Context: an optimization exercise on an open-source flow, tuned for small area, a short achievable clock period and few clock cycles. The choices shown serve that exercise and are no tape-out recipe. Where RTL was checked, it was by simulation tests only, not by an equivalence proof against the original. Only the layout flow was run in runs 1 and 2; the RTL was not checked for function there. Power is estimated from default activity; no workload was simulated.

## design.v

```verilog
`timescale 1 ns / 1 ps
module bk_add #(
   parameter                  W = 64
) (
   input    [W-1:0]           a,
   input    [W-1:0]           b,
   input                      ci,
   output   [W-1:0]           s
);
   localparam                 L = $clog2(W);
   reg   [W-1:0]              g, p, gg, pp;
   integer                    i, k;
   always @* begin
      p  = a ^ b;
      g  = a & b;
      gg = g;
      pp = p;
      gg[0] = g[0] | (p[0] & ci);
      for (k = 0; k < L; k = k + 1) begin
         for (i = (2 << k) - 1; i < W; i = i + (2 << k)) begin
            gg[i] = gg[i] | (pp[i] & gg[i - (1 << k)]);
            pp[i] = pp[i] & pp[i - (1 << k)];
         end
      end
      for (k = L - 2; k >= 0; k = k - 1) begin
         for (i = (3 << k) - 1; i < W; i = i + (2 << k)) begin
            gg[i] = gg[i] | (pp[i] & gg[i - (1 << k)]);
            pp[i] = pp[i] & pp[i - (1 << k)];
         end
      end
   end
   assign s = p ^ {gg[W-2:0], ci};
endmodule
module bk_lt #(
   parameter                  W = 64
) (
   input    [W-1:0]           a,
   input    [W-1:0]           b,
   output                     lt
);
   localparam                 L = $clog2(W);
   reg   [W-1:0]              gg, pp;
   integer                    i, k;
   always @* begin
      pp = a ^ ~b;
      gg = a & ~b;
      gg[0] = gg[0] | pp[0];
      for (k = 0; k < L; k = k + 1) begin
         for (i = (2 << k) - 1; i < W; i = i + (2 << k)) begin
            gg[i] = gg[i] | (pp[i] & gg[i - (1 << k)]);
            pp[i] = pp[i] & pp[i - (1 << k)];
         end
      end
   end
   assign lt = !gg[W-1];
endmodule
module blk_add #(
   parameter                  W = 47
) (
   input    [W-1:0]           a,
   input    [W-1:0]           b,
   input                      ci,
   output   [W-1:0]           s
);
   localparam                 B  = 4;
   localparam                 NB = (W + B - 1) / B;
   localparam                 L  = $clog2(NB);
   reg   [W-1:0]              p, g;
   reg   [NB-1:0]             bg, bp, gg, pp;
   reg   [W:0]                c;
   integer                    i, j, k;
   always @* begin
      p = a ^ b;
      g = a & b;
      for (j = 0; j < NB; j = j + 1) begin
         bg[j] = 1'b0;
         bp[j] = 1'b1;
         for (i = j * B; i < j * B + B && i < W; i = i + 1) begin
            bg[j] = g[i] | (p[i] & bg[j]);
            bp[j] = bp[j] & p[i];
         end
      end
      gg = bg;
      pp = bp;
      gg[0] = bg[0] | (bp[0] & ci);
      for (k = 0; k < L; k = k + 1) begin
         for (i = (2 << k) - 1; i < NB; i = i + (2 << k)) begin
            gg[i] = gg[i] | (pp[i] & gg[i - (1 << k)]);
            pp[i] = pp[i] & pp[i - (1 << k)];
         end
      end
      for (k = L - 2; k >= 0; k = k - 1) begin
         for (i = (3 << k) - 1; i < NB; i = i + (2 << k)) begin
            gg[i] = gg[i] | (pp[i] & gg[i - (1 << k)]);
            pp[i] = pp[i] & pp[i - (1 << k)];
         end
      end
      c[0] = ci;
      for (j = 0; j < NB; j = j + 1) begin
         if (j > 0) c[j * B] = gg[j - 1];
         for (i = j * B; i < j * B + B - 1 && i < W - 1; i = i + 1)
            c[i + 1] = g[i] | (p[i] & c[i]);
      end
   end
   assign s = p ^ c[W-1:0];
endmodule
`timescale 1 ns / 1 ps
module hash31 (
   input    [31:0]            k,
   input    [2:0]             e,       
   output   [30:0]            h
);
   wire t1, t2, t3, t4, t5, t6, t7, t8, t9, t10, t11, t12, t13, t14, t15, t16, t17, t18, t19, t20, t21, t22, t23, t24, t25, t26, t27, t28, t29, t30, t31, t32, t33, t34, t35, t36, t37, t38, t39, t40, t41, t42, t43, t44, t45, t46, t47, t48, t49, t50, t51, t52, t53, t54, t55, t56, t57, t58, t59, t60, t61, t62, t63, t64, t65, t66, t67, t68, t69, t70, t71, t72, t73, t74, t75, t76, t77, t78, t79, t80, t81, t82, t83, t84, t85, t86, t87, t88, t89, t90, t91, t92, t93, t94, t95, t96, t97, t98, t99, t100, t101, t102, t103, t104, t105, t106, t107, t108, t109, t110, t111, t112, t113, t114, t115, t116, t117, t118, t119, t120, t121, t122, t123, t124, t125, t126, t127, t128, t129, t130, t131, t132, t133, t134, t135, t136, t137, t138, t139, t140, t141, t142, t143, t144, t145, t146, t147, t148, t149, t150, t151, t152, t153, t154, t155, t156, t157, t158, t159, t160, t161, t162, t163, t164, t165, t166, t167, t168, t169, t170, t171, t172, t173, t174, t175, t176, t177, t178, t179, t180, t181, t182, t183, t184, t185, t186, t187, t188, t189, t190, t191, t192, t193, t194, t195, t196, t197, t198, t199, t200, t201, t202, t203, t204, t205, t206, t207, t208, t209, t210, t211, t212, t213, t214, t215, t216, t217, t218, t219, t220, t221, t222, t223, t224, t225, t226, t227, t228, t229, t230, t231, t232, t233, t234, t235, t236, t237, t238, t239, t240;
   assign t1 = k[17] ^ k[15];
   assign t2 = k[17] & k[15];
   assign t3 = k[18] ^ k[16] ^ k[15];
   assign t4 = (k[18] & k[16]) | (k[18] & k[15]) | (k[16] & k[15]);
   assign t5 = k[19] ^ k[17] ^ k[16];
   assign t6 = (k[19] & k[17]) | (k[19] & k[16]) | (k[17] & k[16]);
   assign t7 = k[20] ^ k[18] ^ k[17];
   assign t8 = (k[20] & k[18]) | (k[20] & k[17]) | (k[18] & k[17]);
   assign t9 = k[21] ^ k[19] ^ k[18];
   assign t10 = (k[21] & k[19]) | (k[21] & k[18]) | (k[19] & k[18]);
   assign t11 = k[22] ^ k[20] ^ k[19];
   assign t12 = (k[22] & k[20]) | (k[22] & k[19]) | (k[20] & k[19]);
   assign t13 = k[23] ^ k[21] ^ k[20];
   assign t14 = (k[23] & k[21]) | (k[23] & k[20]) | (k[21] & k[20]);
   assign t15 = k[16] ^ k[13];
   assign t16 = k[16] & k[13];
   assign t17 = k[24] ^ k[22] ^ k[21];
   assign t18 = (k[24] & k[22]) | (k[24] & k[21]) | (k[22] & k[21]);
   assign t19 = k[17] ^ k[14] ^ k[13];
   assign t20 = (k[17] & k[14]) | (k[17] & k[13]) | (k[14] & k[13]);
   assign t21 = k[25] ^ k[23] ^ k[22];
   assign t22 = (k[25] & k[23]) | (k[25] & k[22]) | (k[23] & k[22]);
   assign t23 = k[18] ^ k[15] ^ k[14];
   assign t24 = (k[18] & k[15]) | (k[18] & k[14]) | (k[15] & k[14]);
   assign t25 = k[26] ^ k[24] ^ k[23];
   assign t26 = (k[26] & k[24]) | (k[26] & k[23]) | (k[24] & k[23]);
   assign t27 = k[19] ^ k[16] ^ k[15];
   assign t28 = (k[19] & k[16]) | (k[19] & k[15]) | (k[16] & k[15]);
   assign t29 = k[9] ^ k[3];
   assign t30 = k[9] & k[3];
   assign t31 = k[27] ^ k[25] ^ k[24];
   assign t32 = (k[27] & k[25]) | (k[27] & k[24]) | (k[25] & k[24]);
   assign t33 = k[20] ^ k[17] ^ k[16];
   assign t34 = (k[20] & k[17]) | (k[20] & k[16]) | (k[17] & k[16]);
   assign t35 = k[10] ^ k[4] ^ k[1];
   assign t36 = (k[10] & k[4]) | (k[10] & k[1]) | (k[4] & k[1]);
   assign t37 = k[28] ^ k[26] ^ k[25];
   assign t38 = (k[28] & k[26]) | (k[28] & k[25]) | (k[26] & k[25]);
   assign t39 = k[21] ^ k[18] ^ k[17];
   assign t40 = (k[21] & k[18]) | (k[21] & k[17]) | (k[18] & k[17]);
   assign t41 = k[11] ^ k[5] ^ k[2];
   assign t42 = (k[11] & k[5]) | (k[11] & k[2]) | (k[5] & k[2]);
   assign t43 = k[26] ^ k[22] ^ k[19];
   assign t44 = (k[26] & k[22]) | (k[26] & k[19]) | (k[22] & k[19]);
   assign t45 = k[18] ^ k[12] ^ k[6];
   assign t46 = (k[18] & k[12]) | (k[18] & k[6]) | (k[12] & k[6]);
   assign t47 = k[3] ^ k[0] ^ e[0];
   assign t48 = (k[3] & k[0]) | (k[3] & e[0]) | (k[0] & e[0]);
   assign t49 = k[27] ^ k[20] ^ k[19];
   assign t50 = (k[27] & k[20]) | (k[27] & k[19]) | (k[20] & k[19]);
   assign t51 = k[13] ^ k[7] ^ k[4];
   assign t52 = (k[13] & k[7]) | (k[13] & k[4]) | (k[7] & k[4]);
   assign t53 = k[1] ^ e[1] ^ e[2];
   assign t54 = (k[1] & e[1]) | (k[1] & e[2]) | (e[1] & e[2]);
   assign t55 = k[10] ^ k[8];
   assign t56 = k[10] & k[8];
   assign t57 = k[11] ^ k[9] ^ k[8];
   assign t58 = (k[11] & k[9]) | (k[11] & k[8]) | (k[9] & k[8]);
   assign t59 = k[4] ^ k[1];
   assign t60 = k[4] & k[1];
   assign t61 = k[12] ^ k[10] ^ k[9];
   assign t62 = (k[12] & k[10]) | (k[12] & k[9]) | (k[10] & k[9]);
   assign t63 = k[5] ^ k[2] ^ k[1];
   assign t64 = (k[5] & k[2]) | (k[5] & k[1]) | (k[2] & k[1]);
   assign t65 = k[13] ^ k[11] ^ k[10];
   assign t66 = (k[13] & k[11]) | (k[13] & k[10]) | (k[11] & k[10]);
   assign t67 = k[6] ^ k[3] ^ k[2];
   assign t68 = (k[6] & k[3]) | (k[6] & k[2]) | (k[3] & k[2]);
   assign t69 = k[14] ^ k[12] ^ k[11];
   assign t70 = (k[14] & k[12]) | (k[14] & k[11]) | (k[12] & k[11]);
   assign t71 = k[7] ^ k[4] ^ k[3];
   assign t72 = (k[7] & k[4]) | (k[7] & k[3]) | (k[4] & k[3]);
   assign t73 = k[15] ^ k[13] ^ k[12];
   assign t74 = (k[15] & k[13]) | (k[15] & k[12]) | (k[13] & k[12]);
   assign t75 = k[8] ^ k[5] ^ k[4];
   assign t76 = (k[8] & k[5]) | (k[8] & k[4]) | (k[5] & k[4]);
   assign t77 = k[16] ^ k[14] ^ k[13];
   assign t78 = (k[16] & k[14]) | (k[16] & k[13]) | (k[14] & k[13]);
   assign t79 = k[9] ^ k[6] ^ k[5];
   assign t80 = (k[9] & k[6]) | (k[9] & k[5]) | (k[6] & k[5]);
   assign t81 = t1 ^ k[14] ^ k[10];
   assign t82 = (t1 & k[14]) | (t1 & k[10]) | (k[14] & k[10]);
   assign t83 = k[7] ^ k[6] ^ k[0];
   assign t84 = (k[7] & k[6]) | (k[7] & k[0]) | (k[6] & k[0]);
   assign t85 = t2 ^ t3 ^ k[11];
   assign t86 = (t2 & t3) | (t2 & k[11]) | (t3 & k[11]);
   assign t87 = k[8] ^ k[7] ^ k[1];
   assign t88 = (k[8] & k[7]) | (k[8] & k[1]) | (k[7] & k[1]);
   assign t89 = t4 ^ t5 ^ k[12];
   assign t90 = (t4 & t5) | (t4 & k[12]) | (t5 & k[12]);
   assign t91 = k[9] ^ k[8] ^ k[2];
   assign t92 = (k[9] & k[8]) | (k[9] & k[2]) | (k[8] & k[2]);
   assign t93 = t6 ^ t7 ^ k[13];
   assign t94 = (t6 & t7) | (t6 & k[13]) | (t7 & k[13]);
   assign t95 = k[10] ^ k[9] ^ k[3];
   assign t96 = (k[10] & k[9]) | (k[10] & k[3]) | (k[9] & k[3]);
   assign t97 = t8 ^ t9 ^ k[14];
   assign t98 = (t8 & t9) | (t8 & k[14]) | (t9 & k[14]);
   assign t99 = k[11] ^ k[10] ^ k[4];
   assign t100 = (k[11] & k[10]) | (k[11] & k[4]) | (k[10] & k[4]);
   assign t101 = t10 ^ t11 ^ k[15];
   assign t102 = (t10 & t11) | (t10 & k[15]) | (t11 & k[15]);
   assign t103 = k[12] ^ k[11] ^ k[5];
   assign t104 = (k[12] & k[11]) | (k[12] & k[5]) | (k[11] & k[5]);
   assign t105 = t12 ^ t13 ^ t15;
   assign t106 = (t12 & t13) | (t12 & t15) | (t13 & t15);
   assign t107 = k[12] ^ k[6] ^ k[0];
   assign t108 = (k[12] & k[6]) | (k[12] & k[0]) | (k[6] & k[0]);
   assign t109 = t14 ^ t16 ^ t17;
   assign t110 = (t14 & t16) | (t14 & t17) | (t16 & t17);
   assign t111 = t19 ^ k[7] ^ k[1];
   assign t112 = (t19 & k[7]) | (t19 & k[1]) | (k[7] & k[1]);
   assign t113 = t18 ^ t20 ^ t21;
   assign t114 = (t18 & t20) | (t18 & t21) | (t20 & t21);
   assign t115 = t23 ^ k[8] ^ k[2];
   assign t116 = (t23 & k[8]) | (t23 & k[2]) | (k[8] & k[2]);
   assign t117 = t22 ^ t24 ^ t25;
   assign t118 = (t22 & t24) | (t22 & t25) | (t24 & t25);
   assign t119 = t27 ^ t29 ^ k[0];
   assign t120 = (t27 & t29) | (t27 & k[0]) | (t29 & k[0]);
   assign t121 = t26 ^ t28 ^ t30;
   assign t122 = (t26 & t28) | (t26 & t30) | (t28 & t30);
   assign t123 = t31 ^ t33 ^ t35;
   assign t124 = (t31 & t33) | (t31 & t35) | (t33 & t35);
   assign t125 = t32 ^ t34 ^ t36;
   assign t126 = (t32 & t34) | (t32 & t36) | (t34 & t36);
   assign t127 = t37 ^ t39 ^ t41;
   assign t128 = (t37 & t39) | (t37 & t41) | (t39 & t41);
   assign t129 = t38 ^ t40 ^ t42;
   assign t130 = (t38 & t40) | (t38 & t42) | (t40 & t42);
   assign t131 = t43 ^ t45 ^ t47;
   assign t132 = (t43 & t45) | (t43 & t47) | (t45 & t47);
   assign t133 = t44 ^ t46 ^ t48;
   assign t134 = (t44 & t46) | (t44 & t48) | (t46 & t48);
   assign t135 = t49 ^ t51 ^ t53;
   assign t136 = (t49 & t51) | (t49 & t53) | (t51 & t53);
   assign t137 = k[7] ^ k[5];
   assign t138 = k[7] & k[5];
   assign t139 = k[8] ^ k[6] ^ k[5];
   assign t140 = (k[8] & k[6]) | (k[8] & k[5]) | (k[6] & k[5]);
   assign t141 = k[9] ^ k[7] ^ k[6];
   assign t142 = (k[9] & k[7]) | (k[9] & k[6]) | (k[7] & k[6]);
   assign t143 = t55 ^ k[7] ^ k[3];
   assign t144 = (t55 & k[7]) | (t55 & k[3]) | (k[7] & k[3]);
   assign t145 = t56 ^ t57 ^ t59;
   assign t146 = (t56 & t57) | (t56 & t59) | (t57 & t59);
   assign t147 = t58 ^ t60 ^ t61;
   assign t148 = (t58 & t60) | (t58 & t61) | (t60 & t61);
   assign t149 = t62 ^ t64 ^ t65;
   assign t150 = (t62 & t64) | (t62 & t65) | (t64 & t65);
   assign t151 = t66 ^ t68 ^ t69;
   assign t152 = (t66 & t68) | (t66 & t69) | (t68 & t69);
   assign t153 = t70 ^ t72 ^ t73;
   assign t154 = (t70 & t72) | (t70 & t73) | (t72 & t73);
   assign t155 = t74 ^ t76 ^ t77;
   assign t156 = (t74 & t76) | (t74 & t77) | (t76 & t77);
   assign t157 = t78 ^ t80 ^ t81;
   assign t158 = (t78 & t80) | (t78 & t81) | (t80 & t81);
   assign t159 = t82 ^ t84 ^ t85;
   assign t160 = (t82 & t84) | (t82 & t85) | (t84 & t85);
   assign t161 = t86 ^ t88 ^ t89;
   assign t162 = (t86 & t88) | (t86 & t89) | (t88 & t89);
   assign t163 = t90 ^ t92 ^ t93;
   assign t164 = (t90 & t92) | (t90 & t93) | (t92 & t93);
   assign t165 = t94 ^ t96 ^ t97;
   assign t166 = (t94 & t96) | (t94 & t97) | (t96 & t97);
   assign t167 = t98 ^ t100 ^ t101;
   assign t168 = (t98 & t100) | (t98 & t101) | (t100 & t101);
   assign t169 = t102 ^ t104 ^ t105;
   assign t170 = (t102 & t104) | (t102 & t105) | (t104 & t105);
   assign t171 = t106 ^ t108 ^ t109;
   assign t172 = (t106 & t108) | (t106 & t109) | (t108 & t109);
   assign t173 = t110 ^ t112 ^ t113;
   assign t174 = (t110 & t112) | (t110 & t113) | (t112 & t113);
   assign t175 = t114 ^ t116 ^ t117;
   assign t176 = (t114 & t116) | (t114 & t117) | (t116 & t117);
   assign t177 = t118 ^ t120 ^ t121;
   assign t178 = (t118 & t120) | (t118 & t121) | (t120 & t121);
   assign t179 = t122 ^ t124 ^ t125;
   assign t180 = (t122 & t124) | (t122 & t125) | (t124 & t125);
   assign t181 = t126 ^ t128 ^ t129;
   assign t182 = (t126 & t128) | (t126 & t129) | (t128 & t129);
   assign t183 = t130 ^ t132 ^ t133;
   assign t184 = (t130 & t132) | (t130 & t133) | (t132 & t133);
   assign t185 = k[3] ^ k[1];
   assign t186 = k[3] & k[1];
   assign t187 = k[4] ^ k[2] ^ k[1];
   assign t188 = (k[4] & k[2]) | (k[4] & k[1]) | (k[2] & k[1]);
   assign t189 = k[5] ^ k[3] ^ k[2];
   assign t190 = (k[5] & k[3]) | (k[5] & k[2]) | (k[3] & k[2]);
   assign t191 = k[6] ^ k[4] ^ k[3];
   assign t192 = (k[6] & k[4]) | (k[6] & k[3]) | (k[4] & k[3]);
   assign t193 = t137 ^ k[4] ^ k[0];
   assign t194 = (t137 & k[4]) | (t137 & k[0]) | (k[4] & k[0]);
   assign t195 = t138 ^ t139 ^ k[1];
   assign t196 = (t138 & t139) | (t138 & k[1]) | (t139 & k[1]);
   assign t197 = t140 ^ t141 ^ k[2];
   assign t198 = (t140 & t141) | (t140 & k[2]) | (t141 & k[2]);
   assign t199 = t142 ^ t143 ^ k[0];
   assign t200 = (t142 & t143) | (t142 & k[0]) | (t143 & k[0]);
   assign t201 = t144 ^ t145 ^ k[0];
   assign t202 = (t144 & t145) | (t144 & k[0]) | (t145 & k[0]);
   assign t203 = t146 ^ t147 ^ t63;
   assign t204 = (t146 & t147) | (t146 & t63) | (t147 & t63);
   assign t205 = t148 ^ t149 ^ t67;
   assign t206 = (t148 & t149) | (t148 & t67) | (t149 & t67);
   assign t207 = t150 ^ t151 ^ t71;
   assign t208 = (t150 & t151) | (t150 & t71) | (t151 & t71);
   assign t209 = t152 ^ t153 ^ t75;
   assign t210 = (t152 & t153) | (t152 & t75) | (t153 & t75);
   assign t211 = t154 ^ t155 ^ t79;
   assign t212 = (t154 & t155) | (t154 & t79) | (t155 & t79);
   assign t213 = t156 ^ t157 ^ t83;
   assign t214 = (t156 & t157) | (t156 & t83) | (t157 & t83);
   assign t215 = t158 ^ t159 ^ t87;
   assign t216 = (t158 & t159) | (t158 & t87) | (t159 & t87);
   assign t217 = t160 ^ t161 ^ t91;
   assign t218 = (t160 & t161) | (t160 & t91) | (t161 & t91);
   assign t219 = t162 ^ t163 ^ t95;
   assign t220 = (t162 & t163) | (t162 & t95) | (t163 & t95);
   assign t221 = t164 ^ t165 ^ t99;
   assign t222 = (t164 & t165) | (t164 & t99) | (t165 & t99);
   assign t223 = t166 ^ t167 ^ t103;
   assign t224 = (t166 & t167) | (t166 & t103) | (t167 & t103);
   assign t225 = t168 ^ t169 ^ t107;
   assign t226 = (t168 & t169) | (t168 & t107) | (t169 & t107);
   assign t227 = t170 ^ t171 ^ t111;
   assign t228 = (t170 & t171) | (t170 & t111) | (t171 & t111);
   assign t229 = t172 ^ t173 ^ t115;
   assign t230 = (t172 & t173) | (t172 & t115) | (t173 & t115);
   assign t231 = t174 ^ t175 ^ t119;
   assign t232 = (t174 & t175) | (t174 & t119) | (t175 & t119);
   assign t233 = t176 ^ t177 ^ t123;
   assign t234 = (t176 & t177) | (t176 & t123) | (t177 & t123);
   assign t235 = t178 ^ t179 ^ t127;
   assign t236 = (t178 & t179) | (t178 & t127) | (t179 & t127);
   assign t237 = t180 ^ t181 ^ t131;
   assign t238 = (t180 & t181) | (t180 & t131) | (t181 & t131);
   assign t239 = t182 ^ t183 ^ t135;
   assign t240 = (t182 & t183) | (t182 & t135) | (t183 & t135);
   wire  [30:0]               ra = {t238, t236, t234, t232, t230, t228, t226, t224, t222, t220, t218, t216, t214, t212, t210, t208, t206, t204, t202, t200, t198, t196, t194, t192, t190, t188, t186, t185, k[2], k[1], k[0]};
   wire  [30:0]               rb = {t239, t237, t235, t233, t231, t229, t227, t225, t223, t221, t219, t217, t215, t213, t211, t209, t207, t205, t203, t201, t199, t197, t195, t193, t191, t189, t187, k[0], k[0], 1'b0, 1'b0};
   bk_add #(.W(31)) ADD (.a(ra), .b(rb), .ci(1'b0), .s(h));
endmodule
module hash_pre (
   input    [31:0]            k,
   output   [2:0]             e
);
   assign e = {k[30] ^ k[28] ^ k[23], k[29] & k[27], k[29] ^ k[27]};
endmodule
`timescale 1 ns / 1 ps
module engine (
   input                      clk,
   input                      rst,
   output                     done,
   input    [63:0]            num_rows_in,
   input    [63:0]            rows_size_in,
   input    [63:0]            row_start_in,
   input    [63:0]            row_skip_in,
   input    [63:0]            hash_table_mask,
   input                      row_rq_stall_in,
   output                     row_rq_vld_out,
   output   [47:0]            row_rq_vadr_out,
   output                     row_rs_stall_out,
   input                      row_rs_vld_in,
   input    [63:0]            row_rs_data_in,
   input                      ll_afull_in,
   output                     ll_write_en_out,
   output   [47:0]            ll_address_out,
   output   [63:0]            ll_payload_out,
   input                      ht_rq_afull_in,
   output                     ht_rq_read_en_out,
   output   [47:0]            ht_rq_address_out,
   output   [63:0]            ht_rq_data_out,
   output                     ht_rs_afull_out,
   input                      ht_rs_write_en_in,
   input    [63:0]            ht_rs_data_in,
   input                      ll_update_afull_in,
   output                     ll_update_write_en_out,
   output   [47:0]            ll_update_addr_out,
   output   [63:0]            ll_update_data_out,
   input                      ll_rs_write_en_in
);
   reg   [63:0]               skip_r;
   always @(posedge clk)
      if (rst) skip_r <= row_skip_in;
   wire  [47:0]               ss_s   = row_start_in[47:0] | row_skip_in[47:0];
   reg   [5:0]                msb_s;
   integer                    j;
   always @* begin
      msb_s = 6'd0;
      for (j = 0; j < 48; j = j + 1)
         if (ss_s[j]) msb_s = j[5:0];
   end
   reg   [5:0]                bit_a;       
   reg                        took_a;      
   reg                        last_a;      
   reg                        mbit_a;
   reg                        pass_a;      
   reg                        init_a;      
   reg   [47:0]               badr_a;      
   reg   [47:0]               step_a;      
   reg   [63:0]               idx_h;       
   wire  [47:0]               size_r     = idx_h[47:0];
   wire                       init_end   = !init_a && took_a && last_a && pass_a;
   reg   [63:0]               idx_a;
   reg                        more_a;
   reg                        primed_a;
   wire                       rq_s       = init_a && more_a && !row_rq_stall_in;
   wire  [47:0]               acc_s      = pass_a ? step_a : badr_a;
   wire  [47:0]               add_op_a   = init_a ? badr_a : {acc_s[46:0], 1'b0};
   wire  [47:0]               add_op_b   = init_a ? step_a : (mbit_a ? size_r : 48'd0);
   wire  [47:0]               add_sum;
   bk_add #(.W(48)) BADR_ADD (.a(add_op_a), .b(add_op_b), .ci(1'b0), .s(add_sum));
   always @(posedge clk) begin
      if (rst) begin
         bit_a    <= msb_s;
         took_a   <= 1'b0;
         last_a   <= 1'b0;
         pass_a   <= 1'b0;
         init_a   <= 1'b0;
         badr_a   <= 48'd0;
         step_a   <= 48'd0;
      end else if (!init_a) begin
         mbit_a   <= (pass_a || (took_a && last_a)) ? skip_r[bit_a] : row_start_in[bit_a];
         last_a   <= (bit_a == 6'd0);
         bit_a    <= (bit_a == 6'd0) ? msb_s : bit_a - 6'd1;
         took_a   <= 1'b1;
         if (took_a) begin
            if (pass_a)
               step_a <= add_sum;
            else
               badr_a <= add_sum;
            if (last_a) begin
               pass_a <= 1'b1;
               init_a <= pass_a;
            end
         end
      end else if (rq_s) begin
         badr_a   <= add_sum;
      end
   end
   wire  [63:0]               idx_a_sum;
   wire                       idx_a_lt;
   bk_add #(.W(64)) IDXA_ADD (.a(idx_a), .b(skip_r), .ci(1'b0), .s(idx_a_sum));
   bk_lt  #(.W(64)) IDXA_LT  (.a(idx_a), .b(num_rows_in), .lt(idx_a_lt));
   always @(posedge clk) begin
      if (rst) begin
         idx_a    <= row_start_in;
         more_a   <= 1'b0;
         primed_a <= 1'b0;
      end else if (!primed_a || rq_s) begin
         idx_a    <= idx_a_sum;
         more_a   <= idx_a_lt;
         primed_a <= 1'b1;
      end
   end
   assign row_rq_vld_out  = rq_s;
   assign row_rq_vadr_out = {3'd0, badr_a[47:3]};
   wire                       push_s = row_rs_vld_in;
   reg                        lv0;
   reg   [63:0]               ld0;
   wire                       ll_fire = (lv0 || push_s) && !ll_afull_in;
   wire                       lv0_nx  = (lv0 || push_s) && !ll_fire;
   always @(posedge clk)
      if (!lv0) ld0 <= row_rs_data_in;
   reg                        kv;
   reg   [31:0]               kd;
   reg                        hv0, hv1;
   reg   [30:0]               hd0, hd1;
   wire                       ht_fire = hv0 && !ht_rq_afull_in;
   wire                       k_move  = kv && (!hv1 || ht_fire);
   reg   [2:0]                ke;
   wire  [2:0]                ke_s;
   hash_pre HASH_PRE (.k(row_rs_data_in[63:32]), .e(ke_s));
   always @(posedge clk)
      if (push_s) begin
         kd <= row_rs_data_in[63:32];
         ke <= ke_s;
      end
   wire  [30:0]               prod_s;
   hash31 HASH (.k(kd), .e(ke), .h(prod_s));
   reg                        hd_rd;
   wire                       hd_wr = hv1 ? hd_rd : (hd_rd ^ hv0);   
   always @(posedge clk) begin
      if (k_move && !hd_wr) hd0 <= prod_s;
      if (k_move &&  hd_wr) hd1 <= prod_s;
      if (rst)
         hd_rd <= 1'b0;
      else if (ht_fire)
         hd_rd <= !hd_rd;
   end
   wire                       hv0_nx = ht_fire ? (hv1 || kv) : (hv0 || kv);
   wire                       hv1_nx = ht_fire ? (hv1 && kv) : (hv1 || (hv0 && kv));
   wire                       kv_nx  = push_s || (kv && !k_move);
   reg                        row_stall_r;
   always @(posedge clk) begin
      if (rst) begin
         lv0 <= 1'b0; kv <= 1'b0; hv0 <= 1'b0; hv1 <= 1'b0;
         row_stall_r <= 1'b0;
      end else begin
         lv0 <= lv0_nx; kv <= kv_nx; hv0 <= hv0_nx; hv1 <= hv1_nx;
         row_stall_r <= lv0_nx || (kv_nx && hv1_nx);
      end
   end
   assign row_rs_stall_out = row_stall_r;
   reg   [46:0]               idx_l;       
   wire  [46:0]               idx_l_sum;
   wire  [63:0]               idx_h_sum;
   blk_add #(.W(47)) IDXL_ADD (.a(idx_l), .b(skip_r[46:0]), .ci(1'b0), .s(idx_l_sum));
   bk_add #(.W(64)) IDXH_ADD (.a(idx_h), .b(skip_r), .ci(1'b0), .s(idx_h_sum));
   always @(posedge clk) begin
      if (rst) begin
         idx_l <= row_start_in[46:0];
         idx_h <= {16'd0, rows_size_in[47:0]};
      end else begin
         if (ll_fire)  idx_l <= idx_l_sum;
         if (init_end) idx_h <= row_start_in;
         else if (ht_fire) idx_h <= idx_h_sum;
      end
   end
   assign ll_write_en_out    = ll_fire;
   assign ll_address_out     = {idx_l, 1'b0};
   assign ll_payload_out     = lv0 ? ld0 : row_rs_data_in;
   assign ht_rq_read_en_out  = ht_fire;
   assign ht_rq_address_out  = {17'd0, (hd_rd ? hd1 : hd0) & hash_table_mask[30:0]};
   assign ht_rq_data_out     = idx_h;
   reg                        uv0;
   reg   [63:0]               ud0;
   wire                       u_vld   = uv0 || ht_rs_write_en_in;
   wire                       u_fire  = u_vld && !ll_update_afull_in;
   wire                       uv0_nx  = u_vld && !u_fire;
   reg   [46:0]               idx_u;
   reg                        ht_afull_r;
   wire  [46:0]               idx_u_sum;
   blk_add #(.W(47)) IDXU_ADD (.a(idx_u), .b(skip_r[46:0]), .ci(1'b0), .s(idx_u_sum));
   always @(posedge clk) begin
      if (!uv0) ud0 <= ht_rs_data_in;
      if (rst) begin
         uv0        <= 1'b0;
         ht_afull_r <= 1'b0;
         idx_u      <= row_start_in[46:0];
      end else begin
         uv0        <= uv0_nx;
         ht_afull_r <= uv0_nx;
         if (u_fire) idx_u <= idx_u_sum;
      end
   end
   assign ht_rs_afull_out        = ht_afull_r;
   assign ll_update_write_en_out = u_fire;
   assign ll_update_addr_out     = {idx_u, 1'b1};
   assign ll_update_data_out     = uv0 ? ud0 : ht_rs_data_in;
   reg   [15:0]               inflight;
   always @(posedge clk) begin
      if (rst)
         inflight <= 16'd0;
      else if (rq_s && !ll_rs_write_en_in)
         inflight <= inflight + 16'd1;
      else if (!rq_s && ll_rs_write_en_in)
         inflight <= inflight - 16'd1;
   end
   assign done = primed_a && !more_a &&
                 (inflight == 16'd0 || (inflight == 16'd1 && ll_rs_write_en_in));
endmodule
```

## flow/run.sh

```bash
#!/bin/bash
# Layout: the standard flow (standard.sh: the standard synthesis, then
# ORFS floorplan to finish at the design's clock and constraints), with two
# changes to how the layout is optimised:
#  - the port buffers that buffer_ports inserts are buf_1 cells;
#  - repair_timing works towards a larger setup margin.
# make's full output goes to standard_finish.log in this folder.
set -uo pipefail
bash standard.sh \
   "BUFFER_PORTS_ARGS=-buffer_cell sky130_fd_sc_hd__buf_1" \
   SETUP_SLACK_MARGIN=6.0 \
   finish > standard_finish.log 2>&1
status=$?
tail -5 standard_finish.log
exit $status
```

## standard.sh

```bash
#!/bin/bash
# synth_recipe.tcl (not shown) runs the flow's synth.tcl, then flattens the netlist and writes it again
# the make line also repeats each setting of config.mk as NAME=value (left out here)
make -C /OpenROAD-flow-scripts/flow DESIGN_CONFIG=/design/flow/config.mk WORK_HOME=/design/flow/orfs CLKGATE_MAP_FILE= SYNTH_SCRIPT=/design/flow/synth_recipe.tcl "${@:-finish}"
```

## config.mk

```make
export PLATFORM = sky130hd
export DESIGN_NAME = engine
export DESIGN_NICKNAME = engine
export VERILOG_FILES = /design/flow/design.v
export SDC_FILE = /design/flow/constraint.sdc
export NUM_CORES = 4
export LEC_CHECK = 0
export ABC_CLOCK_PERIOD_IN_PS = 5000
export CAP_MARGIN = 20
export CORE_MARGIN = 2
export CORE_UTILIZATION = 60
export CTS_CLUSTER_DIAMETER = 150
export CTS_CLUSTER_SIZE = 20
export SLEW_MARGIN = 20
```

## constraint.sdc

```tcl
create_clock -name core_clock -period 11.0 [get_ports {clk}]
set_input_delay 2.2000 -clock core_clock [delete_from_list [all_inputs] [get_ports {clk}]]
set_output_delay 2.2000 -clock core_clock [all_outputs]
set_load 0.01 [all_outputs]
```

==> results of run 1 <==
## worst max-delay path: cells and delay by family, from the launching register on
| family | cells | cell delay (ns) |
|---|---|---|
| fa+ha+maj | 6 | 2.86 |
| simple gates | 2 | 0.65 |
| buf+inv | 6 | 0.55 |
| flops | 1 | 0.49 |
| compound gates | 2 | 0.22 |
## cells in the final DEF, fill, tap and decap left out, types with 15 or more instances in the layout
cell	netlist	layout
a211oi_1	60	59
nand3_1	37	35
nor2_1	215	209
nand4_1	36	36
and3_1	15	15
buf_1	21	757
mux2i_1	106	106
ha_1	354	346
mux4_2	41	41
mux2_2	137	135
o21a_1	18	17
nor3_1	29	27
diode_2	0	39
a22o_1	46	46
nor2b_1	46	45
a21o_1	132	132
nand2b_1	33	32
a21oi_1	236	228
inv_1	365	355
nand2_1	371	363
conb_1	2	22
xnor2_1	134	130
xor2_1	26	21
fa_1	278	237
dfxtp_1	269	264
clkbuf_16	0	38
clkbuf_1	123	26
edfxtp_1	371	371
fa_2	0	41
o21ai_0	299	287
buf_4	67	74
## kinds of logic (layout without fill, tap and decap cells)
| family | after synthesis | after routing | synth area share, % |
|---|---|---|---|
| and+or+nand+nor | 861 | 861 | 8.96 |
| other | 2 | 61 | 0.0173 |
| AOI/OAI and AO/OA | 918 | 918 | 13.1 |
| buffers and inverters | 579 | 1294 | 5.58 |
| DFF | 640 | 640 | 38.0 |
| adders and majority gates | 632 | 632 | 23.0 |
| xor gates and xnor gates | 160 | 160 | 3.22 |
| muxes | 284 | 284 | 8.11 |
## metal layers
metal,vias up,wire length [µm],global-route usage (%)
met4,20,9540,22.5
met2,1565,66700,60.2
li1,15700,-,-
met3,368,14200,9.56
met5,-,110,0
met1,16800,53200,46.2
## sequential cells by signal, summed over array words and instances, names as in the netlist, 3 cells and up
register / flops
skip_r: 64
idx_a: 64
idx_l: 47
hd1: 31
kd: 29
ud0: 64
badr_a: 48
ke: 3
step_a: 48
bit_a: 6
ld0: 64
idx_h: 64
inflight: 16
idx_u: 47
hd0: 31
## worst max path at each step
stage / start / endpoint / slack [ns] / depth (start not counted)
finish: kd[20] / hd0[26] / 5.95 / 16
global route: skip_r[0] / idx_u[46] / 5.81 / 21
CTS: skip_r[0] / idx_u[46] / 5.90 / 21
detailed placement: skip_r[0] / idx_u[46] / 5.03 / 21
global placement: skip_r[0] / idx_u[46] / 5.01 / 21
floorplan: idx_u[0] / idx_u[46] / 6.03 / 21
## timing repair
| action | in CTS | in global routing |
|---|---|---|
| gates cloned | 2 | 0 |
| resized for setup | 100 | 88 |
| setup endpoints to repair | 114 | 80 |
| pin swaps | 34 | 58 |
| hold endpoints to repair | 0 | 0 |
| buffers inserted | 34 | 22 |
## through the flow
stage / hold slack [ns] / worst slack, ns / cells / utilization [%] / cell area (µm²)
final: 0.472 / 5.95 / 5800 / 68.8 / 49300
after global routing: 0.482 / 5.81 / 5784 / 68.8 / 49300
after CTS: 0.476 / 5.90 / 5739 / 68.0 / 48700
after detailed placement: 0.457 / 5.03 / 5637 / 65.5 / 46900
after global placement: 0.453 / 5.01 / 5637 / 65.5 / 46900
after floorplan: 0.444 / 6.03 / 4096 / - / 43600
## final cells by class
cell class,count,area share [%]
Multi-Input combinational cell,2877,51.3
Sequential cell,640,33.5
Timing Repair Buffer,859,7.51
Inverter,368,2.83
Tap cell,950,2.41
Clock buffer,64,2.13
Antenna cell,39,0.198
Clock inverter,2,0.0736
Timing Repair inverter,1,0.0178
## power by group through the flow
| stage | clock network, W | logic [W] | registers (W) |
|---|---|---|---|
| 2_1_floorplan | 0 | 0.00295 | 0.00354 |
| 3_3_place_gp | 0 | 0.00407 | 0.00363 |
| 4_1_cts | 0.00154 | 0.00448 | 0.00358 |
| 3_5_place_dp | 0 | 0.00420 | 0.00364 |
| 6_report | 0.00153 | 0.00490 | 0.00359 |
| 5_1_grt | 0.00161 | 0.00540 | 0.00363 |
==> flow_summary_export.csv, run 1 <==
group,metric,value,unit
outcome,outcome,"no timing/DRC/antenna violations",
grt,grt_usage,37.7,%
power_and_ir_drop,pwr-share-seq,35.9,%
power_and_ir_drop,pwr_density_cell,203,nW/µm²
sta,rsz0062_at_grt,"true",
synth,synth_enable_flop_cells,371,
sta,slew_viol_final,0,
power_and_ir_drop,switchingPower,0.00398,W
cts,path_clk_slew,0.09,ns
detailed_routing,dr_total_vias,34500,
power_and_ir_drop,leakage,20.4,nW
final_layout,regArea,16500,µm²
worst_setup_path,arrival,5.37,ns
synth,synthArstFlopShare,0,%
sta,setup_viol,0,
power_and_ir_drop,power,0.0100,W
cts,clk_latency,0.62,ns
synth,syn_inst,4076,
worst_setup_path,endpoint_kind,"register",
worst_setup_path,critPathLaunchType,"register",
synth,yosys_register_bits,640,
floorplan,die_x,273,µm
grt,grt_overflow,0,
sta,worst_slew_pin_slew,1.08,ns
min_path,hold_path.startpoint,"badr_a[0]",
sta,finalHoldViolations,0,
detailed_routing,post_drt_wl_per_cell,24.8,µm
synth,synth_area_leaders,"edfxtp_1 26%, fa_1 13%, dfxtp_1 12%",
detailed_routing,drt_iter0_markers,3075,
synth,ys_types,75,
sta,setup_tns,0,ns
detailed_routing,viasPerCell,5.95,
sta,finalCritPeriodShare,45.9,%
detailed_routing,first_pass_iters,5,
synth,avgSynthCellArea,10.7,µm²
min_path,holdPathEnd,"badr_a[0]",
synth,yosys-top-cells-count,"371 x edfxtp_1, 371 x nand2_1, 365 x inv_1, 354 x ha_1, 299 x o21ai_0",
worst_setup_path,regToRegEndpoint,"hd0[26]",
cts,cts_buffers,37,
power_and_ir_drop,power.combinational.fraction,48.9,%
grt,grt_max_degree,96,
power_and_ir_drop,clkPwrFrac,15.2,%
job,cap_violations,0,
worst_setup_path,r2r_slack,5.95,ns
worst_setup_path,crit_fanout,2,
cts,cts_num_sinks,640,
worst_setup_path,crit_top_cell,"fa_1",
min_path,whs_path_depth,2,
worst_setup_path,path_class,"register to register",
cts,cts_hold_buffers,0,
detailed_routing,ant_nets,0,
floorplan,num_rows,98,
cts,cts_root_buf,"clkbuf_16",
placed_design,dp_hpwl,111000,µm
worst_setup_path,required,11.32,ns
worst_setup_path,cpPeakStageDelay,0.58,ns
worst_setup_path,ff2ff_path_depth,16,
sta,clock.fmax,198,MHz
power_and_ir_drop,p_int,0.00603,W
worst_setup_path,r2r-start,"kd[20]",
synth,synth_area_leader_cell,"edfxtp_1",
synth,syn_area,43500,µm²
sta,max-slew-margin-rel,27.7,%
synth,synth_ff_type,"edfxtp_1",
detailed_routing,drc,0,
final_layout,multi_input_area,25300,µm²
synth,ys_seq_area_share,38.0,%
final_layout,drive_gt1_share,9.98,%
floorplan,die_h,273,µm
power_and_ir_drop,ir_drop,0.000224,V
floorplan,core,71600,µm²
worst_setup_path,cp_cell_sequence,"buf_4 > fa_1 > inv_1 > fa_1 > inv_1 > fa_1 > inv_1 > fa_1 > inv_2 > ha_2 > o21a_1 > o21ai_1 > or4_4 > buf_6 > nand3b_1 > fa_2",
detailed_routing,routed_wl,144000,µm
synth,yosysWarnings,6,
final_layout,fillers,5752,
cts,cts_tree,"done",
final_layout,syn_to_final_growth,13.4,%
grt,grt_pass1_vias,33400,
floorplan,die-area,74600,µm²
cts,clock_path_buffers,3,
grt,antenna_found_initial,49,
cts,htreeDepth,2,
synth,synth_top_area_share,25.6,%
worst_setup_path,slowest_stage,"fa_1",
placed_design,io_buffers,776,
grt,grt_pass1_wl,208000,µm
floorplan,start_util,60.7,%
power_and_ir_drop,p_sw_share,39.8,%
floorplan,io_pins,848,
min_path,hold_path.class,"register to register",
sta,skew,0.0364,ns
placed_design,gp_congestion,0.975,
sta,fin_crit,5.05,ns
final_layout,nets,5873,
==> run 2, diff against run 1 <==
--- a/design.v
+++ b/design.v
@@ -566,12 +566,23 @@
    reg   [15:0]               inflight;
+   reg                        in_z0, in_z1;
+   reg   [15:0]               inflight_nx;
+   always @* begin
+      inflight_nx = inflight;
+      if (rq_s && !ll_rs_write_en_in)
+         inflight_nx = inflight + 16'd1;
+      else if (!rq_s && ll_rs_write_en_in)
+         inflight_nx = inflight - 16'd1;
+   end
    always @(posedge clk) begin
-      if (rst)
+      if (rst) begin
          inflight <= 16'd0;
-      else if (rq_s && !ll_rs_write_en_in)
-         inflight <= inflight + 16'd1;
-      else if (!rq_s && ll_rs_write_en_in)
-         inflight <= inflight - 16'd1;
+         in_z0    <= 1'b1;
+         in_z1    <= 1'b0;
+      end else begin
+         inflight <= inflight_nx;
+         in_z0    <= (inflight_nx == 16'd0);
+         in_z1    <= (inflight_nx == 16'd1);
+      end
    end
-   assign done = primed_a && !more_a &&
-                 (inflight == 16'd0 || (inflight == 16'd1 && ll_rs_write_en_in));
+   assign done = primed_a && !more_a && (in_z0 || (in_z1 && ll_rs_write_en_in));
 endmodule
==> run 2 against run 1 <==
  * Maximum frequency shrank 3.3%
  * Setup slack lost 0.17 ns
  * Die area is essentially flat
  * Register-to-register slack lost 0.17 ns
  * Power shrank 5.9%
  * First-iteration DRC count shrank 6.7%
  * Global-route usage shrank 0.90 points
  * Sequential cell count grew 2
  * Largest power group unchanged
==> flow_summary_export.csv, run 2 <==
group,metric,value,unit
outcome,outcome,"no timing/DRC/antenna violations",
floorplan,die_h,273,µm
worst_setup_path,crit_fanout,4,
detailed_routing,routed_wl,140000,µm
synth,syn_inst,4075,
cts,clk_latency,0.62,ns
synth,yosys_register_bits,642,
cts,cts_tree,"done",
floorplan,start_util,60.8,%
cts,path_clk_slew,0.10,ns
final_layout,nets,5872,
placed_design,gp_congestion,0.998,
worst_setup_path,arrival,5.58,ns
synth,synth_area_leaders,"edfxtp_1 26%, fa_1 13%, dfxtp_1 12%",
detailed_routing,viasPerCell,5.89,
synth,ys_types,80,
grt,antenna_found_initial,39,
final_layout,drive_gt1_share,9.97,%
detailed_routing,dr_total_vias,34100,
grt,grt_pass1_wl,204000,µm
grt,grt_pass1_vias,33300,
floorplan,num_rows,98,
grt,use_met2,59.8,%
worst_setup_path,critPathLaunchType,"register",
synth,syn_area,43500,µm²
synth,synth_ff_type,"edfxtp_1",
cts,clock_path_buffers,3,
final_layout,final_cells,5794,
grt,grt_max_degree,196,
floorplan,io_pins,848,
final_layout,syn_to_final_growth,13.4,%
cts,cts_buffers,38,
sta,clock.fmax,192,MHz
synth,yosysMostFrequentCell,"inv_1",
placed_design,io_buffers,776,
job,cap_violations,0,
synth,yosys-top-cells-count,"381 x inv_1, 374 x nand2_1, 371 x edfxtp_1, 351 x ha_1, 292 x o21ai_0",
detailed_routing,drt_iter0_markers,2870,
synth,ys_seq_area_share,38.1,%
grt,grt_overflow,0,
sta,slew_viol_final,0,
synth,synthArstFlopShare,0,%
min_path,hold_path.class,"register to register",
grt,grt_util_met1,45.1,%
sta,finalHoldViolations,0,
synth,synth_area_leader_cell,"edfxtp_1",
sta,rsz0062_at_grt,"true",
sta,setup_tns,0,ns
worst_setup_path,required,11.36,ns
synth,avgSynthCellArea,10.7,µm²
detailed_routing,ant_nets,0,
synth,synth_top_area_share,25.6,%
power_and_ir_drop,ir_drop,0.000144,V
sta,fin_crit,5.22,ns
cts,cts_root_buf,"clkbuf_16",
cts,htreeDepth,2,
final_layout,final_util,68.9,%
final_layout,final_cell_mix,"746 x buf_1, 371 x inv_1, 371 x edfxtp_1, 370 x nand2_1, 348 x ha_1",
detailed_routing,drc,0,
placed_design,dp_hpwl,108000,µm
worst_setup_path,endpoint_kind,"register",
synth,yosysWarnings,6,
power_and_ir_drop,leakage,20.4,nW
synth,synth_enable_flop_cells,371,
sta,max-slew-margin-rel,26.0,%
cts,cts_num_sinks,642,
detailed_routing,first_pass_iters,8,
sta,skew,0.0276,ns
sta,worst_slew_pin_slew,1.10,ns
final_layout,final_common_cell,"buf_1",
power_and_ir_drop,pwr_density_cell,191,nW/µm²
grt,use_met3,7.87,%
worst_setup_path,path_class,"register to register",
sta,setup_viol,0,
detailed_routing,post_drt_wl_per_cell,24.2,µm
sta,finalCritPeriodShare,47.4,%
grt,busiest_layer,"met2",
floorplan,die-area,74700,µm²
grt,grt_usage,36.8,%
floorplan,die_x,273,µm
final_layout,fillers,5791,
floorplan,core,71600,µm²
placed_design,dp.cells,5637,
[run 2: cell type report]
class	count	area, µm²	share of cell area, %
Clock buffer	65	1070	2.18
Timing Repair inverter	1	6.26	0.0127
Clock inverter	2	28.8	0.0583
Sequential cell	642	16600	33.6
Inverter	384	1450	2.94
Tap cell	950	1190	2.41
Timing Repair Buffer	858	3790	7.69
Multi-Input combinational cell	2861	25100	51.0
Antenna cell	31	77.6	0.157
[run 2: metrics by stage]
stage | hold WS (ns) | setup slack (ns) | total power [W] | area [µm²]
CTS | 0.477 | 5.68 | 0.00927 | 48700
global route | 0.486 | 5.62 | 0.0101 | 49300
finish | 0.474 | 5.78 | 0.00942 | 49300
floorplan | 0.444 | 6.01 | 0.00650 | 43600
detailed placement | 0.457 | 4.81 | 0.00768 | 47000
global placement | 0.453 | 4.83 | 0.00755 | 47000
[run 2: final timing paths]
| check | from | end | slack, ns | cells past startpoint |
|---|---|---|---|---|
| worst min register to register | ud0[26] | ud0[26] | 0.47 | 1 |
| worst min-delay path | ud0[26] | ud0[26] | 0.47 | 1 |
| worst max-delay path | skip_r[0] | idx_l[43] | 5.78 | 19 |
| worst max register to register | skip_r[0] | idx_l[43] | 5.78 | 19 |
[run 2: repair_timing]
item                                    in CTS  in global routing
gates resized for setup                     95                 95
setup buffers                               37                 19
gates cloned                                 2                  0
hold buffers                                 0                  0
endpoints found under the setup margin     124                 97
pin swaps                                   34                 54
[run 2: logic make-up after synthesis]
logic type | synth area share (%)
simple gates | 8.77
mux | 8.16
other cells | 0.0173
buf+inv | 5.71
compound gates | 13.1
xor+xnor | 3.30
fa+ha+maj | 22.9
flops | 38.1
[run 2: metal layers]
metal / part of all wire [%] / vias up
li1: - / 15800
met1: 37 / 16600
met2: 47 / 1394
met3: 8.5 / 326
met4: 7.1 / 18
met5: 0.071 / -
[run 2: worst max-delay path: stages, from the launching register on]
cell	delay, ns
edfxtp_1	0.43
ha_2	0.21
inv_2	0.05
fa_2	0.20
inv_2	0.04
fa_2	0.37
fa_2	0.40
a211oi_2	0.27
o21ai_1	0.11
a311o_1	0.46
a31oi_4	0.27
o2111ai_2	0.15
o211a_4	0.21
a2111oi_4	0.30
o21bai_2	0.13
fa_2	0.39
fa_2	0.38
fa_2	0.36
xnor2_1	0.14
a21oi_1	0.08
[run 2: power breakdown]
group	leakage, nW	switching (W)	internal [W]	total [W]
registers	5.91	0.000383	0.00319	0.00358
logic	14.0	0.00243	0.00187	0.00430
clock network	0.526	0.000863	0.000677	0.00154
==> run 3, diff against run 2 <==
--- a/design.v
+++ b/design.v
@@ -56,52 +56,2 @@
 endmodule
-module blk_add #(
-   parameter                  W = 47
-) (
-   input    [W-1:0]           a,
-   input    [W-1:0]           b,
-   input                      ci,
-   output   [W-1:0]           s
-);
-   localparam                 B  = 4;
-   localparam                 NB = (W + B - 1) / B;
-   localparam                 L  = $clog2(NB);
-   reg   [W-1:0]              p, g;
-   reg   [NB-1:0]             bg, bp, gg, pp;
-   reg   [W:0]                c;
-   integer                    i, j, k;
-   always @* begin
-      p = a ^ b;
-      g = a & b;
-      for (j = 0; j < NB; j = j + 1) begin
-         bg[j] = 1'b0;
-         bp[j] = 1'b1;
-         for (i = j * B; i < j * B + B && i < W; i = i + 1) begin
-            bg[j] = g[i] | (p[i] & bg[j]);
-            bp[j] = bp[j] & p[i];
-         end
-      end
-      gg = bg;
-      pp = bp;
-      gg[0] = bg[0] | (bp[0] & ci);
-      for (k = 0; k < L; k = k + 1) begin
-         for (i = (2 << k) - 1; i < NB; i = i + (2 << k)) begin
-            gg[i] = gg[i] | (pp[i] & gg[i - (1 << k)]);
-            pp[i] = pp[i] & pp[i - (1 << k)];
-         end
-      end
-      for (k = L - 2; k >= 0; k = k - 1) begin
-         for (i = (3 << k) - 1; i < NB; i = i + (2 << k)) begin
-            gg[i] = gg[i] | (pp[i] & gg[i - (1 << k)]);
-            pp[i] = pp[i] & pp[i - (1 << k)];
-         end
-      end
-      c[0] = ci;
-      for (j = 0; j < NB; j = j + 1) begin
-         if (j > 0) c[j * B] = gg[j - 1];
-         for (i = j * B; i < j * B + B - 1 && i < W - 1; i = i + 1)
-            c[i + 1] = g[i] | (p[i] & c[i]);
-      end
-   end
-   assign s = p ^ c[W-1:0];
-endmodule
 `timescale 1 ns / 1 ps
@@ -522,3 +472,3 @@
    wire  [63:0]               idx_h_sum;
-   blk_add #(.W(47)) IDXL_ADD (.a(idx_l), .b(skip_r[46:0]), .ci(1'b0), .s(idx_l_sum));
+   bk_add #(.W(47)) IDXL_ADD (.a(idx_l), .b(skip_r[46:0]), .ci(1'b0), .s(idx_l_sum));
    bk_add #(.W(64)) IDXH_ADD (.a(idx_h), .b(skip_r), .ci(1'b0), .s(idx_h_sum));
@@ -548,3 +498,3 @@
    wire  [46:0]               idx_u_sum;
-   blk_add #(.W(47)) IDXU_ADD (.a(idx_u), .b(skip_r[46:0]), .ci(1'b0), .s(idx_u_sum));
+   bk_add #(.W(47)) IDXU_ADD (.a(idx_u), .b(skip_r[46:0]), .ci(1'b0), .s(idx_u_sum));
    always @(posedge clk) begin
--- a/flow/run.sh
+++ b/flow/run.sh
@@ -10,3 +10,3 @@
    "BUFFER_PORTS_ARGS=-buffer_cell sky130_fd_sc_hd__buf_1" \
-   SETUP_SLACK_MARGIN=6.0 \
+   SETUP_SLACK_MARGIN=6.3 \
    finish > standard_finish.log 2>&1
==> run 3 against run 2 <==
  * Still clean
  * Power increased by 6.0%
  * Register-to-register slack improved by 0.38 ns
  * Clock power about the same
  * Cell count increased by 2.3%
  * Wire length increased by 4.5%
  * Die area increased by 0.90%
  * Utilization increased by 1.4 points
  * Cell area increased by 3.6%
  * Maximum frequency increased by 4.8%
  * Via count increased by 3.8%
  * Clock skew increased by 0.0036 ns
  * Synthesized cell count increased by 1.9%
  * Critical endpoint is now ll_payload_out[0]
  * Largest power group unchanged
  * Highest routed layer unchanged
==> flow_summary_export.csv, run 3 <==
group,metric,value,unit
cts,path_clk_slew,0.08,ns
sta,slew_viol_final,0,
sta,rsz0062_at_grt,"true",
sta,worst_slew_pin_slew,1.13,ns
floorplan,start_util,60.4,%
detailed_routing,drt_iter0_markers,3325,
job,cap_violations,0,
cts,clock_path_buffers,3,
cts,cts_buffers,38,
synth,synth_top_family_by_area,"adder cells",
sta,fin_ws,6.02,ns
synth,synth_area_leaders,"edfxtp_1 25%, dfxtp_1 12%, fa_1 12%",
grt,use_met3,8.86,%
synth,synthSimpleGateAreaFrac,9.37,%
worst_setup_path,r2r-start,"kd[10]",
worst_setup_path,regToRegEndpoint,"hd0[25]",
outcome,outcome,"no timing/DRC/antenna violations",
detailed_routing,post_drt_wl_per_cell,24.7,µm
detailed_routing,ant_nets,0,
final_layout,final_common_cell,"buf_1",
detailed_routing,routed_wl,146000,µm
floorplan,die_h,275,µm
sta,finalHoldViolations,0,
worst_setup_path,ff2ff_path_depth,17,
synth,syn_area,43900,µm²
final_layout,final_cell_mix,"592 x buf_1, 371 x edfxtp_1, 359 x nand2_1, 349 x ha_1, 342 x inv_1",
sta,setup_tns,0,ns
grt,grt_pass1_wl,211000,µm
worst_setup_path,crit_path_end,"ll_payload_out[0]",
synth,syn_inst,4152,
final_layout,nets,5964,
final_layout,fillers,5635,
worst_setup_path,required,8.80,ns
final_layout,regArea,16600,µm²
cts,cts_num_sinks,642,
worst_setup_path,path_class,"primary input to output port",
sta,clock.fmax,201,MHz
cts,cts_root_buf,"clkbuf_16",
floorplan,num_rows,99,
synth,avgSynthCellArea,10.6,µm²
final_layout,syn_to_final_growth,16.4,%
power_and_ir_drop,ir_drop,0.000173,V
grt,busiest_layer,"met2",
placed_design,gp_congestion,0.988,
worst_setup_path,r2r_slack,6.16,ns
grt,use_met2,60.1,%
sta,finalCritPeriodShare,45.3,%
grt,grt_max_degree,213,
grt,grt_pass1_vias,34400,
sta,skew,0.0312,ns
detailed_routing,dr_total_vias,35400,
worst_setup_path,endpoint_kind,"output port",
min_path,hold_path.class,"register to register",
placed_design,pre_cts_slack,5.29,ns
synth,synth-xor-area-share,3.71,%
cts,clk_latency,0.61,ns
synth,synth_enable_flop_cells,371,
cts,cts_tree,"done",
grt,grt_overflow,0,
final_layout,drive_gt1_share,13.4,%
final_layout,multi_input_area,25700,µm²
grt,grt_usage,37.8,%
worst_setup_path,startpoint,"row_rs_data_in[0]",
synth,synth_ff_type,"edfxtp_1",
synth,ys_seq_area_share,37.7,%
grt,grt_util_met1,48.7,%
placed_design,dp_hpwl,113000,µm
floorplan,io_pins,848,
cts,cts_hold_buffers,0,
synth,yosysWarnings,6,
synth,synth-compound-area-share,13.8,%
detailed_routing,drc,0,
synth,yosys-top-cells-count,"371 x edfxtp_1, 361 x nand2_1, 360 x inv_1, 359 x ha_1, 271 x dfxtp_1",
power_and_ir_drop,pwr_density_cell,195,nW/µm²
synth,muxShareOfSynthArea,8.06,%
synth,synthArstFlopShare,0,%
floorplan,core,72700,µm²
synth,synthAdderAreaFrac,21.8,%
synth,yosys_register_bits,642,
synth,yosysMostFrequentCell,"edfxtp_1",
worst_setup_path,critPathLaunchType,"primary input",
detailed_routing,first_pass_iters,6,
cts,htreeDepth,2,
synth,synth_top_area_share,25.4,%
sta,setup_viol,0,
placed_design,io_buffers,776,
floorplan,die_x,275,µm
sta,max-slew-margin-rel,24.3,%
sta,fin_crit,4.98,ns
worst_setup_path,crit_fanout,2,
floorplan,die-area,75400,µm²
grt,antenna_found_initial,50,
worst_setup_path,arrival,2.78,ns
synth,ys_types,85,
synth,synth_area_leader_cell,"edfxtp_1",
detailed_routing,viasPerCell,5.97,
power_and_ir_drop,leakage,21.8,nW
[run 3: cell count changes after synthesis, sizes merged, moves of 20 or more]
cell,previous run,this run
o21ai,296,264
a21o,129,158
fa,278,254
a21oi,227,270
xnor2,139,163
inv,383,363
[run 3: cells by family (layout without fill, tap and decap cells)]
family | after synthesis | count (layout)
xor gates and xnor gates | 186 | 186
DFF | 642 | 642
adders and majority gates | 613 | 613
other | 2 | 69
muxes | 284 | 284
AOI/OAI and AO/OA | 953 | 953
and+or+nand+nor | 899 | 899
buffers and inverters | 573 | 1324
[run 3: worst min path at each step]
stage / startpoint / to / slack [ns] / cells past startpoint
after global placement: ld0[53] / ld0[53] / 0.45 / 1
after CTS: ud0[51] / ud0[51] / 0.48 / 1
after global routing: badr_a[0] / badr_a[0] / 0.49 / 2
final: ld0[35] / ld0[35] / 0.48 / 1
after floorplan: badr_a[0] / badr_a[0] / 0.44 / 2
after detailed placement: ud0[51] / ud0[51] / 0.46 / 1
[run 3: worst max-delay path: stages]
cell and delay (ns):
buf_4 0.15, mux2_2 0.29, buf_6 0.14
[run 3: area by class of cell]
class / count / area share [%]
inverters: 364 / 2.71
diodes: 47 / 0.230
clock inverters: 4 / 0.105
multi-input cells: 2957 / 50.3
clock buffers: 65 / 2.06
flip-flops and latches: 642 / 32.4
repair buffers: 890 / 9.73
well taps: 959 / 2.35
repair inverters: 1 / 0.0171
[run 3: timing repair]
item                       in CTS  in global routing
setup buffers                  57                 26
setup endpoints to repair     230                198
pin swaps                      24                 25
resized for setup             424                145
cloned                          1                  3
[run 3: report_power, final]
part / total (W) / leakage [nW] / switching [W] / internal, W
registers: 0.00357 / 5.90 / 0.000377 / 0.00320
clock network: 0.00155 / 0.526 / 0.000879 / 0.000668
logic: 0.00486 / 15.4 / 0.00269 / 0.00218
[run 3: routing by layer]
layer	wire [µm]	vias to the layer above	part of all wire, %
met5	100	-	0.068
met4	8040	16	5.5
met2	67900	1634	46
li1	-	16200	-
met3	14800	322	10
met1	55500	17300	38
[run 3: stage by stage]
step | instances | cell area, µm² | hold WS [ns] | utilization (%) | power (W)
2_1_floorplan | 4172 | 44000 | 0.444 | - | 0.00659
3_3_place_gp | 5726 | 47400 | 0.453 | 65.2 | 0.00770
3_5_place_dp | 5726 | 47400 | 0.457 | 65.2 | 0.00785
4_1_cts | 5853 | 50200 | 0.476 | 69.1 | 0.00975
5_1_grt | 5915 | 51100 | 0.492 | 70.2 | 0.0107
6_report | 5929 | 51100 | 0.479 | 70.3 | 0.00999
Testbench counts of run 3, summed over its fixed seeds: cycles 12,119.
==> run 4, diff against run 3 <==
--- a/flow/run.sh
+++ b/flow/run.sh
@@ -10,3 +10,3 @@
    "BUFFER_PORTS_ARGS=-buffer_cell sky130_fd_sc_hd__buf_1" \
-   SETUP_SLACK_MARGIN=6.3 \
+   SETUP_SLACK_MARGIN=6.0 \
    finish > standard_finish.log 2>&1
==> run 4 against run 3 <==
  * Critical path depth did not move
  * Sequential cell count is the same
  * Still clean on timing, DRC and antenna
  * First-iteration DRC count up 5.6%
  * Cell count fell by 0.83%
  * Non-clock buffer count decreased by 37
  * Highest routed layer unchanged
  * Utilization is 2.5 points lower
==> flow_summary_export.csv, run 4 <==
group,metric,value,unit
grt,grt_max_degree,209,
floorplan,io_pins,848,
synth,syn_area,43900,µm²
sta,setup_viol,0,
detailed_routing,dr_total_vias,35000,
cts,cts_tree,"done",
worst_setup_path,slowest_stage,"mux2_2",
final_layout,final_cells,5880,
grt,grt_pass1_vias,33300,
grt,grt_overflow,0,
final_layout,drive_gt1_share,8.05,%
synth,synth_enable_flop_cells,371,
synth,yosysWarnings,6,
floorplan,start_util,60.4,%
cts,cts_hold_buffers,0,
final_layout,final_common_cell,"buf_1",
synth,synthArstFlopShare,0,%
placed_design,io_buffers,776,
synth,ys_types,85,
synth,synth_top_area_share,25.4,%
cts,htreeDepth,2,
worst_setup_path,crit_fanout,2,
worst_setup_path,critPathLaunchType,"primary input",
placed_design,gp_congestion,0.992,
sta,fin_ws,6.00,ns
power_and_ir_drop,ir_drop,0.000177,V
synth,yosys_register_bits,642,
power_and_ir_drop,pwr_density_cell,192,nW/µm²
synth,synth_area_leader_cell,"edfxtp_1",
sta,worst_slew_pin_slew,1.03,ns
detailed_routing,viasPerCell,5.95,
synth,syn_inst,4152,
floorplan,die_x,275,µm
job,cap_violations,0,
outcome,outcome,"no timing/DRC/antenna violations",
worst_setup_path,cp_cell_sequence,"buf_2 > mux2_2 > buf_1",
sta,setup_tns,0,ns
floorplan,die_h,275,µm
cts,clk_latency,0.62,ns
sta,rsz0062_at_grt,"true",
detailed_routing,drt_iter0_markers,3511,
floorplan,num_rows,99,
cts,cts_num_sinks,642,
floorplan,die-area,75400,µm²
worst_setup_path,path_buf_inv,2,
detailed_routing,routed_wl,141000,µm
grt,grt_pass1_wl,204000,µm
final_layout,nets,5926,
cts,path_clk_slew,0.09,ns
synth,ys_seq_area_share,37.7,%
worst_setup_path,endpoint_kind,"output port",
synth,avgSynthCellArea,10.6,µm²
sta,skew,0.0320,ns
grt,antenna_found_initial,43,
sta,clock.fmax,200,MHz
power_and_ir_drop,power,0.00943,W
final_layout,syn_to_final_growth,12.2,%
min_path,hold_path.class,"register to register",
detailed_routing,ant_nets,0,
worst_setup_path,cpPeakStageDelay,0.28,ns
cts,cts_root_buf,"clkbuf_16",
synth,synth_ff_type,"edfxtp_1",
detailed_routing,post_drt_wl_per_cell,24.0,µm
floorplan,core,72700,µm²
sta,slew_viol_final,0,
final_layout,final_cell_mix,"759 x buf_1, 371 x edfxtp_1, 360 x nand2_1, 359 x ha_1, 356 x inv_1",
placed_design,pre_cts_slack,5.38,ns
worst_setup_path,path_class,"primary input to output port",
detailed_routing,first_pass_iters,6,
grt,grt_usage,36.5,%
synth,synth_area_leaders,"edfxtp_1 25%, dfxtp_1 12%, fa_1 12%",
sta,fin_crit,5.00,ns
final_layout,fillers,5978,
cts,clock_path_buffers,3,
placed_design,dp.cells,5727,
sta,finalCritPeriodShare,45.4,%
worst_setup_path,critPathTopFamily,"buffers and inverters",
power_and_ir_drop,leakage,20.6,nW
worst_setup_path,required,8.80,ns
synth,yosys-top-cells-count,"371 x edfxtp_1, 361 x nand2_1, 360 x inv_1, 359 x ha_1, 271 x dfxtp_1",
cts,cts_buffers,38,
synth,yosysMostFrequentCell,"edfxtp_1",
detailed_routing,drc,0,
worst_setup_path,arrival,2.80,ns
sta,max-slew-margin-rel,31.3,%
sta,finalHoldViolations,0,
placed_design,dp_hpwl,111000,µm
[run 4: cell count changes in the layout (fill, tap and decap cells not counted), moves of 10 or more]
cell and delta:
mux2_2 +59, inv_2 -12, buf_6 -117, mux2_4 -59, clkbuf_2 -24, buf_4 -36
buf_1 +167, buf_2 -22, inv_1 +14, ha_1 +10
[run 4: what timing repair did]
| action | CTS | global route |
|---|---|---|
| endpoints found under the hold margin | 0 | 0 |
| gates resized for setup | 35 | 30 |
| cloned | 1 | 2 |
| setup buffers | 26 | 19 |
| endpoints found under the setup margin | 53 | 29 |
| pin swaps | 3 | 3 |
[run 4: path summary, 6_finish.rpt]
check	startpoint	end	slack, ns	cells past startpoint
max	row_rs_data_in[16]	ll_payload_out[16]	6.00	3
min	badr_a[0]	badr_a[0]	0.47	2
max reg2reg	kd[11]	hd0[25]	6.16	16
min reg2reg	badr_a[0]	badr_a[0]	0.47	2
[run 4: report_power, final]
group          switching, W  internal (W)  leakage, nW  total [W]
Sequential         0.000381       0.00320         5.90    0.00358
Clock              0.000860      0.000677        0.526    0.00154
Combinational       0.00246       0.00186         14.2    0.00432
Total               0.00370       0.00574         20.6    0.00943
[run 4: cell type report]
cell class | instances | area [µm²] | share of cell area, %
clock inverters | 2 | 28.8 | 0.0584
multi-input cells | 2957 | 25200 | 51.2
inverters | 364 | 1370 | 2.78
repair buffers | 853 | 3690 | 7.49
clock buffers | 65 | 1070 | 2.18
diodes | 38 | 95.1 | 0.193
flip-flops and latches | 642 | 16600 | 33.7
well taps | 959 | 1200 | 2.44
[run 4: kinds of logic (layout without fill, tap and decap cells)]
| family | Yosys count | after routing | synth area share, % |
|---|---|---|---|
| adders and majority gates | 613 | 613 | 21.8 |
| muxes | 284 | 284 | 8.06 |
| other | 2 | 60 | 0.0171 |
| and+or+nand+nor | 899 | 899 | 9.37 |
| AOI/OAI and AO/OA | 953 | 953 | 13.8 |
| xor gates and xnor gates | 186 | 186 | 3.71 |
| DFF | 642 | 642 | 37.7 |
| buffers and inverters | 573 | 1284 | 5.51 |
[run 4: routing by layer]
layer | track usage (%) | vias to the layer above | routed length, µm
li1 | - | 16100 | -
met1 | 47.5 | 17000 | 54200
met2 | 57.8 | 1567 | 65300
met3 | 8.88 | 305 | 14200
met4 | 16.8 | 18 | 7300
met5 | 0 | - | 115
[run 4: through the flow]
stage          hold slack (ns)  cell area (µm²)  util, %
2_1_floorplan            0.444            44000        -
3_3_place_gp             0.453            47400     65.2
3_5_place_dp             0.458            47400     65.2
4_1_cts                  0.475            48800     67.2
5_1_grt                  0.484            49200     67.7
6_report                 0.472            49200     67.7
[run 4: worst register-to-register path: stages (launching register included)]
cell      delay (ns)
edfxtp_1        0.35
inv_1           0.08
fa_1            0.54
inv_1           0.05
fa_1            0.47
inv_1           0.05
fa_1            0.50
inv_1           0.07
ha_1            0.21
or4_1           0.53
a211o_1         0.29
a21oi_2         0.18
o31a_2          0.21
a21oi_1         0.07
or3_1           0.37
fa_1            0.41
xor2_2          0.18

[port drivers added, routing unchanged]
In the flow no input, the clock included, has a driving cell. The finished layouts below were timed again as built, in two steps.
Step 1 sets driving cells, clkbuf_16 on the clock port and buf_2 on the other inputs (assumed; they add their load-dependent delay and slew).
Step 2 also shifts input and output timing later by t, the mid clock arrival at the registers, as if the neighbouring blocks saw the same clock.
a / b / c = no drivers / after step 1 / after step 2; a / b = the first two.
run | t (ns) | setup slack, ns | slew at the worst register clock pin (ns) | pins driven straight from the clock port
run 1 | 0.670 | 5.954 / 5.926 / 5.653 | 0.10 / 0.10 | 1
run 2 | 0.666 | 5.782 / 5.782 / 5.503 | 0.10 / 0.10 | 1
run 3 | 0.668 | 6.019 / 5.848 / 5.720 | 0.11 / 0.11 | 1
run 4 | 0.667 | 6.003 / 5.825 / 5.449 | 0.10 / 0.10 | 1
After both steps setup and hold are still met in every run listed. The setup slack of run 4, which loses most, moves by -0.178 ns with the drivers and by -0.554 ns with both steps.
